What follows belongs to an exercise in optimizing a design on an open flow for small area and a short achievable clock period; a production flow would make more cautious choices. No functional check of the RTL was part of any run shown here. The clock input has no modelled driver; a real chip could not lean on it and would need a root buffer or a full tree. No activity file was given, so power comes from the tool's default toggle rates.

File: flow/flow/run.sh
#!/bin/bash
# Standard ORFS layout with smaller input-port buffers and a two-level
# clock tree (root buffers, leaf buffers) without dummy loads. Each tool's output goes to its own log under
# orfs/logs; make's output goes to make.log.
set -euo pipefail
here=$(pwd)
bash standard.sh \
  POST_GLOBAL_PLACE_TCL="$here/flow/inbuf.tcl" \
  POST_CTS_TCL="$here/flow/clk_tree.tcl" \
  CTS_ARGS="-sink_clustering_enable -repair_clock_nets -dont_use_dummy_load -sink_clustering_size 24 -sink_clustering_max_diameter 100" \
  finish > make.log 2>&1
File: flow/flow/clk_tree.tcl
# After CTS: make the clock tree two buffers deep. The leaf clock buffers
# are driven straight from root buffers (the intermediate level is removed),
# and the root is split into up to four copies, each driving the leaf
# buffers nearest to it. Every register still sees root buffer + leaf buffer.
set block [ord::get_db_block]
set root_net [$block findNet clknet_0_clk]
set nroots 4
if { $root_net != "NULL" } {
  # 1. remove the intermediate level
  set mids {}
  foreach it [$root_net getITerms] {
    if { [$it isInputSignal] } {
      set inst [$it getInst]
      if { [string match "sky130_fd_sc_hd__clkbuf*" [[$inst getMaster] getName]] } {
        lappend mids $inst
      }
    }
  }
  foreach inst $mids {
    set onet [[$inst findITerm X] getNet]
    set leaves {}
    set ok 1
    foreach it [$onet getITerms] {
      if { [$it isInputSignal] } {
        lappend leaves $it
        if { ![string match "sky130_fd_sc_hd__clkbuf*" [[[$it getInst] getMaster] getName]] } { set ok 0 }
      }
    }
    if { !$ok } { continue }
    foreach it $leaves {
      $it disconnect
      $it connect $root_net
    }
    puts "clk_tree: removed [$inst getName], [llength $leaves] leaf buffers now on clknet_0_clk"
    [$inst findITerm A] disconnect
    [$inst findITerm X] disconnect
    odb::dbInst_destroy $inst
    odb::dbNet_destroy $onet
  }

  # 2. split the root buffer: group the leaf buffers by angle around their
  # centre, one root buffer per group
  set root_it [lindex [$root_net getITerms] 0]
  set root {}
  set leaves {}
  foreach it [$root_net getITerms] {
    if { [$it isOutputSignal] } { set root [$it getInst] } else { lappend leaves $it }
  }
  set clk_net [[$root findITerm A] getNet]
  set n [llength $leaves]
  set cx 0; set cy 0
  foreach it $leaves {
    set b [[$it getInst] getBBox]
    set cx [expr {$cx + ([$b xMin] + [$b xMax]) / 2.0}]
    set cy [expr {$cy + ([$b yMin] + [$b yMax]) / 2.0}]
  }
  set cx [expr {$cx / $n}]; set cy [expr {$cy / $n}]
  set keyed {}
  foreach it $leaves {
    set b [[$it getInst] getBBox]
    set x [expr {([$b xMin] + [$b xMax]) / 2.0 - $cx}]
    set y [expr {([$b yMin] + [$b yMax]) / 2.0 - $cy}]
    lappend keyed [list [expr {atan2($y, $x)}] $it $x $y]
  }
  set keyed [lsort -real -index 0 $keyed]
  set k [expr {min($nroots, $n)}]
  set master [[$root getMaster] getName]
  set lib_master [$root getMaster]
  for {set g 0} {$g < $k} {incr g} {
    set lo [expr {($g * $n) / $k}]
    set hi [expr {(($g + 1) * $n) / $k - 1}]
    set grp [lrange $keyed $lo $hi]
    set gx 0; set gy 0
    foreach e $grp { set gx [expr {$gx + [lindex $e 2]}]; set gy [expr {$gy + [lindex $e 3]}] }
    set gx [expr {int($cx + $gx / [llength $grp] / 2.0)}]
    set gy [expr {int($cy + $gy / [llength $grp] / 2.0)}]
    if { $g == 0 } {
      set inst $root
      set net $root_net
    } else {
      set inst [odb::dbInst_create $block $lib_master "clkbuf_root_${g}_clk"]
      set net [odb::dbNet_create $block "clknet_root_${g}_clk"]
      $net setSigType CLOCK
      [$inst findITerm A] connect $clk_net
      [$inst findITerm X] connect $net
      foreach e $grp {
        set it [lindex $e 1]
        $it disconnect
        $it connect $net
      }
    }
    $inst setLocation $gx $gy
    $inst setPlacementStatus PLACED
    puts "clk_tree: [$inst getName] drives [llength $grp] leaf buffers"
  }
}

# legalise the moved and added buffers
detailed_placement
check_placement -verbose
estimate_parasitics -placement
File: flow/flow/inbuf.tcl
# After global placement: drive each input port through the smallest
# buffer, and each output port through a buf_2.
foreach inst [get_cells input*] {
  replace_cell $inst sky130_fd_sc_hd__buf_1
}
foreach inst [get_cells output*] {
  replace_cell $inst sky130_fd_sc_hd__buf_2
}
File: flow/standard.sh
#!/bin/bash
# synth_recipe.tcl (not shown) runs the flow's synth.tcl, then flattens the netlist and writes it again
# the make line also repeats each setting of config.mk as NAME=value (left out here)
make -C /OpenROAD-flow-scripts/flow DESIGN_CONFIG=/design/flow/config.mk WORK_HOME=/design/flow/orfs CLKGATE_MAP_FILE= SYNTH_SCRIPT=/design/flow/synth_recipe.tcl "${@:-finish}"
File: flow/config.mk
export PLATFORM = sky130hd
export DESIGN_NAME = FLP_adder_7
export DESIGN_NICKNAME = FLP_adder_7
export VERILOG_FILES = /design/flow/design.v
export SDC_FILE = /design/flow/constraint.sdc
export NUM_CORES = 4
export LEC_CHECK = 0
export ABC_AREA = 1
export CAP_MARGIN = 20
export CORE_MARGIN = 2
export CORE_UTILIZATION = 40
export SETUP_SLACK_MARGIN = 3.27
export SLEW_MARGIN = 20
export TNS_END_PERCENT = 5
File: flow/constraint.sdc
create_clock -name core_clock -period 5.0 [get_ports {clk}]
set_input_delay 1.0000 -clock core_clock [delete_from_list [all_inputs] [get_ports {clk}]]
set_output_delay 1.0000 -clock core_clock [all_outputs]
set_load 0.01 [all_outputs]
File: flow/design.v
module unpack(
    input [31:0] A,
    input [31:0] B,
    output sign_A,          
    output sign_B,
    output [7:0] exp_A,     
    output [7:0] exp_B,
    output [23:0] mant_A,   
    output [23:0] mant_B
);
    assign sign_A = A[31];
    assign sign_B = B[31];
    assign exp_A = A[30:23];
    assign exp_B = B[30:23];
    assign mant_A = {1'b1, A[22:0]};
    assign mant_B = {1'b1, B[22:0]};
endmodule
module alignment(
    input sign_A,
    input sign_B,
    input [7:0] exp_A,     
    input [7:0] exp_B,
    input [23:0] mant_A,   
    input [23:0] mant_B,
    output [24:0] mant_A_align,
    output [24:0] mant_B_align,
    output [7:0] exp_common,
    output round_bit
);
    wire [7:0] exp_diff = (exp_A > exp_B) ? (exp_A - exp_B) : (exp_B - exp_A);
    assign round_bit = (exp_A > exp_B) ? mant_B[exp_diff-1] : mant_A[exp_diff-1];
    wire [23:0] mant_A_shifted = (exp_A > exp_B) ? mant_A : (mant_A >> exp_diff);
    wire [23:0] mant_B_shifted = (exp_A > exp_B) ? (mant_B >> exp_diff) : mant_B;
    assign mant_A_align = (sign_A) ? -mant_A_shifted : mant_A_shifted;  
    assign mant_B_align = (sign_B) ? -mant_B_shifted : mant_B_shifted;
    assign exp_common = (exp_A > exp_B) ? exp_A : exp_B;
endmodule
module addition(
    input sign_A,
    input sign_B,
    input [24:0] mant_A_align,
    input [24:0] mant_B_align,
    output [24:0] mant_sum
);
    assign mant_sum = mant_A_align + mant_B_align;
endmodule
module conversion(
    input [24:0] mant_sum,
    output [23:0] mant_conv,
    output sign_norm
);
    assign sign_norm = mant_sum[24];
    assign mant_conv = (mant_sum[24]) ? (-mant_sum[23:0]) : (mant_sum[23:0]);
endmodule
module normalization(
    input [23:0] mant_conv,
    input [7:0] exp_common,
    output reg [23:0] mant_norm,
    output reg [7:0] exp_norm
);
    always @(*) begin
        if (mant_conv[23] == 1) begin
            mant_norm = mant_conv;  
            exp_norm = exp_common;
        end else begin
            mant_norm = mant_conv << 1;
            exp_norm = exp_common - 1;
        end
    end
endmodule
module rounding(
    input [23:0] mant_norm,
    input round_bit,
    output [23:0] mant_rounded
);
    assign mant_rounded = (round_bit === 1) ? mant_norm + 1 : mant_norm;
endmodule
module packing(
    input sign_norm,
    input [7:0] exp_norm,
    input [23:0] mant_rounded,
    output [31:0] sum
);
    assign sum = {sign_norm, exp_norm, mant_rounded[22:0]};
endmodule
module FLP_adder(
    input [31:0] A,
    input [31:0] B,
    output [31:0] sum
);
    wire sign_A, sign_B;
    wire [7:0] exp_A, exp_B, exp_common, exp_norm;
    wire [23:0] mant_A, mant_B;
    wire [24:0] mant_A_align, mant_B_align;
    wire [24:0] mant_sum;
    wire [23:0] mant_conv, mant_rounded;
    wire round_bit, sign_norm;
    unpack unpackAB(
        .A(A), .B(B), .sign_A(sign_A), .sign_B(sign_B), .exp_A(exp_A), .exp_B(exp_B), .mant_A(mant_A), .mant_B(mant_B)
    );
    alignment alignAB(
        .sign_A(sign_A), .sign_B(sign_B), .exp_A(exp_A), .exp_B(exp_B), .mant_A(mant_A), .mant_B(mant_B),
        .mant_A_align(mant_A_align), .mant_B_align(mant_B_align), .exp_common(exp_common), .round_bit(round_bit)
    );
    addition addAB(
        .sign_A(sign_A), .sign_B(sign_B), .mant_A_align(mant_A_align), .mant_B_align(mant_B_align), .mant_sum(mant_sum)
    );
    conversion conv(
        .mant_sum(mant_sum), .mant_conv(mant_conv), .sign_norm(sign_norm)
    );
    wire [23:0] mant_norm;
    normalization normAB(
        .mant_conv(mant_conv), .exp_common(exp_common), .mant_norm(mant_norm), .exp_norm(exp_norm)
    );
    wire [23:0] mant_result = mant_norm;
    wire [7:0] exp_result = exp_norm;
    rounding roundAB(
        .mant_norm(mant_result), .round_bit(round_bit), .mant_rounded(mant_rounded)
    );
    packing packAB(
        .sign_norm(sign_norm), .exp_norm(exp_result), .mant_rounded(mant_rounded), .sum(sum)
    );
endmodule
module pfx_carry #(parameter W = 25, parameter L = 5) (
    input  [W-1:0] g,
    input  [W-1:0] p,
    output [W-1:0] c
);
    wire [W-1:0] gg [0:L];
    wire [W-1:0] pp [0:L];
    assign gg[0] = g;
    assign pp[0] = p;
    genvar l, i;
    generate
        for (l = 0; l < L; l = l + 1) begin : lvl
            for (i = 0; i < W; i = i + 1) begin : bt
                if ((i >> l) & 1) begin : comb
                    localparam integer J = ((i >> l) << l) - 1;
                    assign gg[l+1][i] = gg[l][i] | (pp[l][i] & gg[l][J]);
                    assign pp[l+1][i] = pp[l][i] & pp[l][J];
                end else begin : pass
                    assign gg[l+1][i] = gg[l][i];
                    assign pp[l+1][i] = pp[l][i];
                end
            end
        end
    endgenerate
    assign c = {gg[L][W-2:0], 1'b0};
endmodule
module FLP_adder_7(
    input  [31:0] A,
    input  [31:0] B,
    input         rst,
    input         clk,
    output [31:0] sum
);
    reg [31:0] a1, b1;
    reg        ge1;
    always @(posedge clk) begin
        a1  <= A;
        b1  <= B;
        ge1 <= A[30:23] >= B[30:23];
    end
    wire [7:0] ebig = ge1 ? a1[30:23] : b1[30:23];
    wire [7:0] dab  = a1[30:23] - b1[30:23];
    wire [7:0] dba  = b1[30:23] - a1[30:23];
    wire [7:0] d    = ge1 ? dab : dba;
    wire [23:0] sml = ge1 ? {1'b1, b1[22:0]} : {1'b1, a1[22:0]};
    reg [22:0] big2;
    reg [23:0] sml2;
    reg [7:1]  d2;
    reg        sbig2, sub2;
    reg [7:0]  ec2;
    always @(posedge clk) begin
        big2  <= ge1 ? a1[22:0] : b1[22:0];
        sml2  <= sml >> d[0];
        d2    <= d[7:1];
        sbig2 <= ge1 ? a1[31] : b1[31];
        sub2  <= a1[31] ^ b1[31];
        ec2   <= ebig;
    end
    wire        z2  = (|d2[7:5]) | (d2[4] & d2[3]);
    wire [23:0] shd = z2 ? 24'd0 : (sml2 >> {d2[4:1], 1'b0});
    reg  [23:0] ax3, shd3;
    reg         sbig3, sub3;
    reg  [7:0]  ec3;
    always @(posedge clk) begin
        ax3   <= {~sub2, big2 ^ {23{sub2}}};
        shd3  <= shd;
        sbig3 <= sbig2;
        sub3  <= sub2;
        ec3   <= ec2;
    end
    wire [23:0] g3 = ax3 & shd3;
    wire [23:0] p3 = ax3 ^ shd3;
    wire [24:0] c;
    pfx_carry #(25) add (.g({1'b0, g3}), .p({sub3, p3}), .c(c));
    wire [24:0] X = {c[24], (p3 ^ {24{sub3}}) ^ c[23:0]};
    reg [24:0] X4;
    reg        sbig4, sub4;
    reg [7:0]  ec4;
    always @(posedge clk) begin
        X4    <= X;
        sbig4 <= sbig3;
        sub4  <= sub3;
        ec4   <= ec3;
    end
    wire [23:0] lo;       
    assign lo[0] = 1'b0;
    genvar i;
    generate
        for (i = 1; i < 24; i = i + 1) begin : orl
            assign lo[i] = |X4[i-1:0];
        end
    endgenerate
    wire        nz  = lo[23] | X4[23];
    wire        sgn = sbig4 ? (sub4 ? (~X4[24] & nz) : ~(X4[24] & nz)) : X4[24];
    wire [23:0] C   = X4[23:0] ^ (lo & {24{X4[24]}});
    reg        sgn5;
    reg [23:0] C5;
    reg [7:0]  ec5;
    always @(posedge clk) begin
        sgn5 <= sgn;
        C5   <= C;
        ec5  <= ec4;
    end
    wire [22:0] M = C5[23] ? C5[22:0] : {C5[21:0], 1'b0};
    wire [7:0]  e = C5[23] ? ec5 : ec5 - 8'd1;
    reg [31:0] r6;
    always @(posedge clk) begin
        r6 <= {sgn5, e, M};
    end
    assign sum = r6;
endmodule
==> results_dict.tcl, run 1 <==
set metrics [dict create \
    hold_depth 0 \
    grt-ovfl-total 0 \
    required_ns 4.00 \
    io_buffers 96 \
    first_pass_iters 5 \
    die-area_um2 28530 \
    synth_area_per_cell_um2 8.751 \
    syn_area_um2 10880 \
    worst_hold_slack_ns 0.3305 \
    p_leak_nw 5.597 \
    cp-end-kind "output port" \
    synth-seq-cells 287 \
    yosysWarnings 2 \
    netlist_instances 1243 \
    grt_pass1_wl_mm 30.71 \
    hold_viol 0 \
    r2r_setup_slack_ns 3.27 \
    synth_area_leaders "dfxtp_1 53%, nand2_1 9.9%, xor2_1 5.6%" \
    core_um2 26800 \
    rsz0062_at_grt "yes" \
    antenna_found_initial 0 \
    cp.depth 1 \
    fin_crit_sh 0.3461 \
    seq_area_um2 5757 \
    critical_path_buf_inv_count 1 \
    drv_slew 0 \
    multi_input_comb_area_um2 4375 \
    cp_slowest_cell "dfxtp_1" \
    path_max_fanout 1 \
    wl_mm 18.67 \
    pwr-share-clk 0.212 \
    crit_chain "buf_2" \
    yosysUniqueCellTypes 41 \
    slew_headroom 0.5207 \
    final_common_cell "nand2_1" \
    timing.rr.start "d2[4]$_DFF_P_" \
    grt_max_degree 102 \
    ir_drop_mv 0.2284 \
    start_util 0.4059 \
    seq_area_frac_synth 0.5282 \
    synth_top_area_share 0.5282 \
    power_mw 5.687 \
    synth_edf_count 0 \
    final_nets 1433 \
    worst_setup_path_start_kind "flop" \
    drt_iter0_drc 330 \
    finalClockSkew_ns 0.01638 \
    status "finished clean" \
    fmax_mhz 577.8 \
    clkSlewWorstSetupHoldPaths_ns 0.09 \
    rr_worst_depth 7 \
    cts_sinks 287 \
    drive_gt1_frac 0.07447 \
    p_switching_mw 1.730 \
    cap_viol_max_count 0 \
    synthesis.nets 1358 \
    diodes 0 \
    swShare 0.3041 \
    min_path_type "flop to flop" \
    setup.worst_path.class "flop to output port" \
    vias 7199 \
    wl_per_cell_um 11.27 \
    slowest_delay_ns 0.30 \
    drtAntennaViolNets 0 \
    fin_crit_ns 1.731 \
    cp-endpoint "sum[22]" \
    grt_use_total 0.1331 \
    tightest_slew_ns 0.7179 \
    reg2reg_to "shd3[14]$_SDFF_PP0_" \
    nFillCells 2705 \
    rows 60 \
    power.density_nw_per_um2 475.1 \
    area_growth_pct 10.04 \
    synth_flop_cell "dfxtp_1" \
    io_pins 98 \
    setup_viol 0 \
    grt_pass1_vias 6479 \
    synth.largest_area_cell "dfxtp_1" \
    cp_data_arrival_time_ns 0.73 \
    final.setup.tns_ns 0 \
    avgViaCountPerCell 4.345 \
    cp-startpoint "r6[22]$_DFF_P_" \
    synth-async-reset-ratio 0 \
    comb_power_share 0.246 \
    drc 0 \
    die_x_um 168.9 \
    dp_hpwl_mm 14.32 \
    seq_power_share 0.542 \
    critPathTopFamily "flip-flops" \
    p_int_mw 3.957 \
    most-common-layout-cells "286 x nand2_1, 282 x dfxtp_1, 138 x inv_1, 104 x o21ai_0, 69 x xor2_1" \
    die_height_um 168.9 \
    clk_latency_ns 0.31 \
]
## through the flow
step,util,instances,instance area (um^2),worst slack (ns)
after global placement,0.4507,1639,12080,2.679
after detailed placement,0.4298,1639,11520,2.705
final,0.4466,1657,11970,3.269
after global routing,0.4466,1657,11970,3.099
after floorplan,-,1243,10890,3.273
## state kept, by name, summed over array words and instances (netlist names), 23 cells and up
register	count
C5	24
X4	25
a1	32
ax3	24
b1	32
big2	23
r6	32
shd3	24
sml2	24
## power by group through the flow
stage,Sequential (mW),Combinational (mW),Clock [mW]
detailed placement,3.14,1.40,0
global placement,3.14,1.52,0
global route,3.14,1.61,1.35
finish,3.08,1.40,1.21
floorplan,3.10,1.06,0
## per-layer routing
| metal | track usage | vias to the layer above | share of wire |
|---|---|---|---|
| met1 | 0.1865 | 3019 | 0.52 |
| met2 | 0.2097 | 121 | 0.43 |
| li1 | - | 4037 | - |
| met5 | 0 | - | 0 |
| met4 | 0.03861 | 0 | 0.018 |
| met3 | 0.02455 | 22 | 0.040 |
## logic make-up after synthesis
group	share of synthesized area
AOI/OAI and AO/OA	0.09926
xor gates and xnor gates	0.08132
adders and majority gates	0.05774
buffers and inverters	0.07143
DFF	0.5282
muxes	0.003681
and+or+nand+nor	0.1584
## synthesized netlist by cell type (2+ instances only)
master    count
nand2_1     286
o21ai_2       4
nand4_1       5
and2_1        2
buf_2        21
inv_1       140
o21ai_0     106
nand3_1      38
buf_6         3
a31oi_1       4
nor2_1       43
o21bai_1      3
o22ai_1       2
a21boi_0      2
buf_4         4
inv_2         4
o211ai_1      6
a21oi_1      57
nor3_2        2
o21ai_1      17
or2_2         6
xnor2_1      32
nand2_2       8
xor2_1       69
mux2i_1       4
fa_1          2
clkbuf_1     17
dfxtp_1     287
nor3_1        8
ha_1         47
nor2_2        2
nand2_4       3
## area by class of cell, clock buffers not listed
cell class / count / share of cell area
inverter: 144 / 0.04547
timing repair inverter: 2 / 0.001254
sequential: 287 / 0.4809
tap: 341 / 0.03564
multi-input combinational: 766 / 0.3655
buffer: 3 / 0.006272
timing repair buffer: 101 / 0.03773
## how the worst min path moves through the flow
stage                   startpoint        endpoint  slack (ns)
floorplan           ec2[0]$_DFF_P_  ec3[0]$_DFF_P_        0.31
global placement    ec3[5]$_DFF_P_  ec4[5]$_DFF_P_        0.31
detailed placement  ec3[3]$_DFF_P_  ec4[3]$_DFF_P_        0.31
global route        ec4[1]$_DFF_P_  ec5[1]$_DFF_P_        0.34
finish              ec4[3]$_DFF_P_  ec5[3]$_DFF_P_        0.33
==> inputs of run 2 (changes only) <==
--- a/flow/design.v
+++ b/flow/design.v
@@ -156,9 +156,10 @@
 );
     reg [31:0] a1, b1;
-    reg        ge1;
+    reg        ge1, lt1;    
     always @(posedge clk) begin
         a1  <= A;
         b1  <= B;
         ge1 <= A[30:23] >= B[30:23];
+        lt1 <= A[30:23] <  B[30:23];
     end
     wire [7:0] ebig = ge1 ? a1[30:23] : b1[30:23];
@@ -166,5 +167,5 @@
     wire [7:0] dba  = b1[30:23] - a1[30:23];
     wire [7:0] d    = ge1 ? dab : dba;
-    wire [23:0] sml = ge1 ? {1'b1, b1[22:0]} : {1'b1, a1[22:0]};
+    wire [23:0] sml = lt1 ? {1'b1, a1[22:0]} : {1'b1, b1[22:0]};
     reg [22:0] big2;
     reg [23:0] sml2;
@@ -219,12 +220,14 @@
     reg        sgn5;
     reg [23:0] C5;
+    reg        lz5;       
     reg [7:0]  ec5;
     always @(posedge clk) begin
         sgn5 <= sgn;
         C5   <= C;
+        lz5  <= ~C[23];
         ec5  <= ec4;
     end
     wire [22:0] M = C5[23] ? C5[22:0] : {C5[21:0], 1'b0};
-    wire [7:0]  e = C5[23] ? ec5 : ec5 - 8'd1;
+    wire [7:0]  e = lz5 ? ec5 - 8'd1 : ec5;
     reg [31:0] r6;
     always @(posedge clk) begin
==> results_dict.tcl, run 2 <==
set metrics [dict create \
    synth_area_leaders "dfxtp_1 53%, nand2_1 9.2%, xor2_1 5.5%" \
    antenna_found_initial 0 \
    netlist_instances 1246 \
    yosysUniqueCellTypes 40 \
    core_um2 26950 \
    rows 60 \
    r2r_setup_slack_ns 3.24 \
    synth_simple_gate_area_frac 0.1605 \
    fin_crit_sh 0.3523 \
    synth_top_area_share 0.5267 \
    setup.worst_path.class "flop to flop" \
    drv_slew 0 \
    setup_viol 0 \
    synth-seq-cells 289 \
    nFillCells 2650 \
    seq_area_frac_synth 0.5267 \
    vias 7290 \
    cp_data_arrival_time_ns 1.97 \
    grt_use_total 0.1321 \
    worst_hold_slack_ns 0.3315 \
    grt_pass1_vias 6644 \
    grt_max_degree 50 \
    final_nets 1437 \
    synth_xor_xnor_area_share 0.07974 \
    clkSlewWorstSetupHoldPaths_ns 0.09 \
    path_max_fanout 27 \
    io_buffers 96 \
    final.setup.tns_ns 0 \
    die-area_um2 28800 \
    critical_path_buf_inv_count 1 \
    synthesis.nets 1361 \
    avgViaCountPerCell 4.389 \
    p_leak_nw 5.716 \
    synthTopCellsByCount "289 x dfxtp_1, 269 x nand2_1, 145 x inv_1, 111 x o21ai_0, 69 x xor2_1" \
    synth_compound_area_frac 0.09910 \
    power_mw 5.774 \
    required_ns 5.21 \
    diodes 0 \
    hold_viol 0 \
    setup_ws_ns 3.239 \
    status "finished clean" \
    die_x_um 169.7 \
    dp_hpwl_mm 13.98 \
    dpl_cell_area_um2 11690 \
    synthAdderAreaFrac 0.05718 \
    fin_crit_ns 1.761 \
    ir_drop_mv 0.2278 \
    synth.most_common_cell "dfxtp_1" \
    cap_viol_max_count 0 \
    fin_area_um2 12140 \
    drive_gt1_frac 0.08712 \
    grt_pass1_wl_mm 31.30 \
    start_util 0.4076 \
    cpMostUsedCell "nand2_1" \
    crit_chain "inv_2, nand2_1, nand2_1, o21ai_0, nor2_1, a31oi_1, a21oi_1" \
    final_common_cell "dfxtp_1" \
    synth_edf_count 0 \
    reg_top3 "a1 (32), b1 (32), r6 (32)" \
    drtAntennaViolNets 0 \
    die_height_um 169.7 \
    slew_headroom 0.4907 \
    min_path_type "flop to flop" \
    tightest_slew_ns 0.7629 \
    rsz0062_at_grt "yes" \
    drc 0 \
    clk_latency_ns 0.32 \
    cp-end-kind "flop" \
    synth.mux.area_fraction 0.005468 \
    synth-async-reset-ratio 0 \
    slowest_delay_ns 0.62 \
    most-common-layout-cells "284 x dfxtp_1, 269 x nand2_1, 140 x inv_1, 109 x o21ai_0, 69 x xor2_1" \
    finalClockSkew_ns 0.04309 \
    wl_mm 18.38 \
    critPathTopFamily "flip-flops" \
    synth_flop_cell "dfxtp_1" \
    first_pass_iters 5 \
    fmax_mhz 567.7 \
    yosysWarnings 2 \
    synth_top_family_by_area "simple AND/OR/NAND/NOR gates" \
    synth.largest_area_cell "dfxtp_1" \
    cts_sinks 289 \
    power.density_nw_per_um2 475.5 \
    pre_cts_slack_ns 2.837 \
    worst_setup_path_start_kind "flop" \
    wl_per_cell_um 11.07 \
    grt-ovfl-total 0 \
    cp_slowest_cell "dfxtp_2" \
    io_pins 98 \
    syn_area_um2 10980 \
    area_growth_pct 10.55 \
    drt_iter0_drc 359 \
    synth_area_per_cell_um2 8.816 \
]
==> run 2: power by group <==
group / switching, mW / internal [mW] / total [mW]
logic: 0.819 / 0.564 / 1.38
registers: 0.289 / 2.84 / 3.13
clock network: 0.652 / 0.611 / 1.26
==> run 2: path summary, 6_finish.rpt <==
check,from,cells past startpoint,endpoint
setup / recovery,d2[1]$_DFF_P_,7,shd3[1]$_SDFF_PP0_
hold / removal,ec4[4]$_DFF_P_,0,ec5[4]$_DFF_P_
setup reg to reg,d2[1]$_DFF_P_,7,shd3[1]$_SDFF_PP0_
hold reg to reg,ec4[4]$_DFF_P_,0,ec5[4]$_DFF_P_
==> run 2: final cells by class, clock buffers not listed <==
cell class              count  area, um^2  share of cell area
well taps                 341       426.7             0.03514
repair buffers            100       431.7             0.03555
flip-flops and latches    289        5792              0.4770
multi-input cells         765        4486              0.3694
inverters                 148       574.3             0.04730
plain buffers               3       75.07            0.006182
repair inverters            1       7.507           0.0006182
==> run 2: through the flow <==
step | util | std cells
after floorplan | - | 1246
after global placement | 0.4544 | 1643
after detailed placement | 0.4336 | 1643
after global routing | 0.4506 | 1661
final | 0.4506 | 1661
==> run 2: cell families after synthesis <==
family | after synthesis
and+or+nand+nor | 407
DFF | 289
AOI/OAI and AO/OA | 203
buffers and inverters | 192
xor gates and xnor gates | 100
adders and majority gates | 49
muxes | 6
==> run 2: metal layers <==
layer	share of wire	routed length [um]	up-vias	track usage
li1	-	-	4042	-
met1	0.51	9284	3088	0.1869
met2	0.43	7853	132	0.2030
met3	0.045	821	28	0.02542
met4	0.023	423	0	0.04311
met5	0	0	-	0

[static timing again, ports no longer ideal]
The results above use ideal ports. As a check the final layouts listed here were re-extracted and re-timed, cells and wires unchanged. Step 1 (the two cells are an assumption about what drives the block):
set clk [get_ports {clk}]
set_driving_cell -lib_cell sky130_fd_sc_hd__clkbuf_16 $clk
set_driving_cell -lib_cell sky130_fd_sc_hd__buf_2 [delete_from_list [all_inputs] $clk]
Step 2 times the ports against the registers' clock, not the clock port: input delays grow and output delays shrink by t, the midpoint of the rising clock arrivals with the driver on. Slacks: ideal / step 1 / step 2; pairs: ideal / step 1.
| run | shift t [ns] | setup slack, ns | worst setup path after step 2 | worst register clock-pin slew, ns |
|---|---|---|---|---|
| run 1 | 0.381 | 3.269 / 3.185 / 3.050 | input to register | 0.09 / 0.09 |
| run 2 | 0.384 | 3.239 / 3.155 / 2.919 | input to register | 0.09 / 0.09 |
After both steps setup and hold are still met in every run listed. For run 2, which loses most, drivers alone change the setup slack by -0.084 ns; drivers and shift together by -0.320 ns.
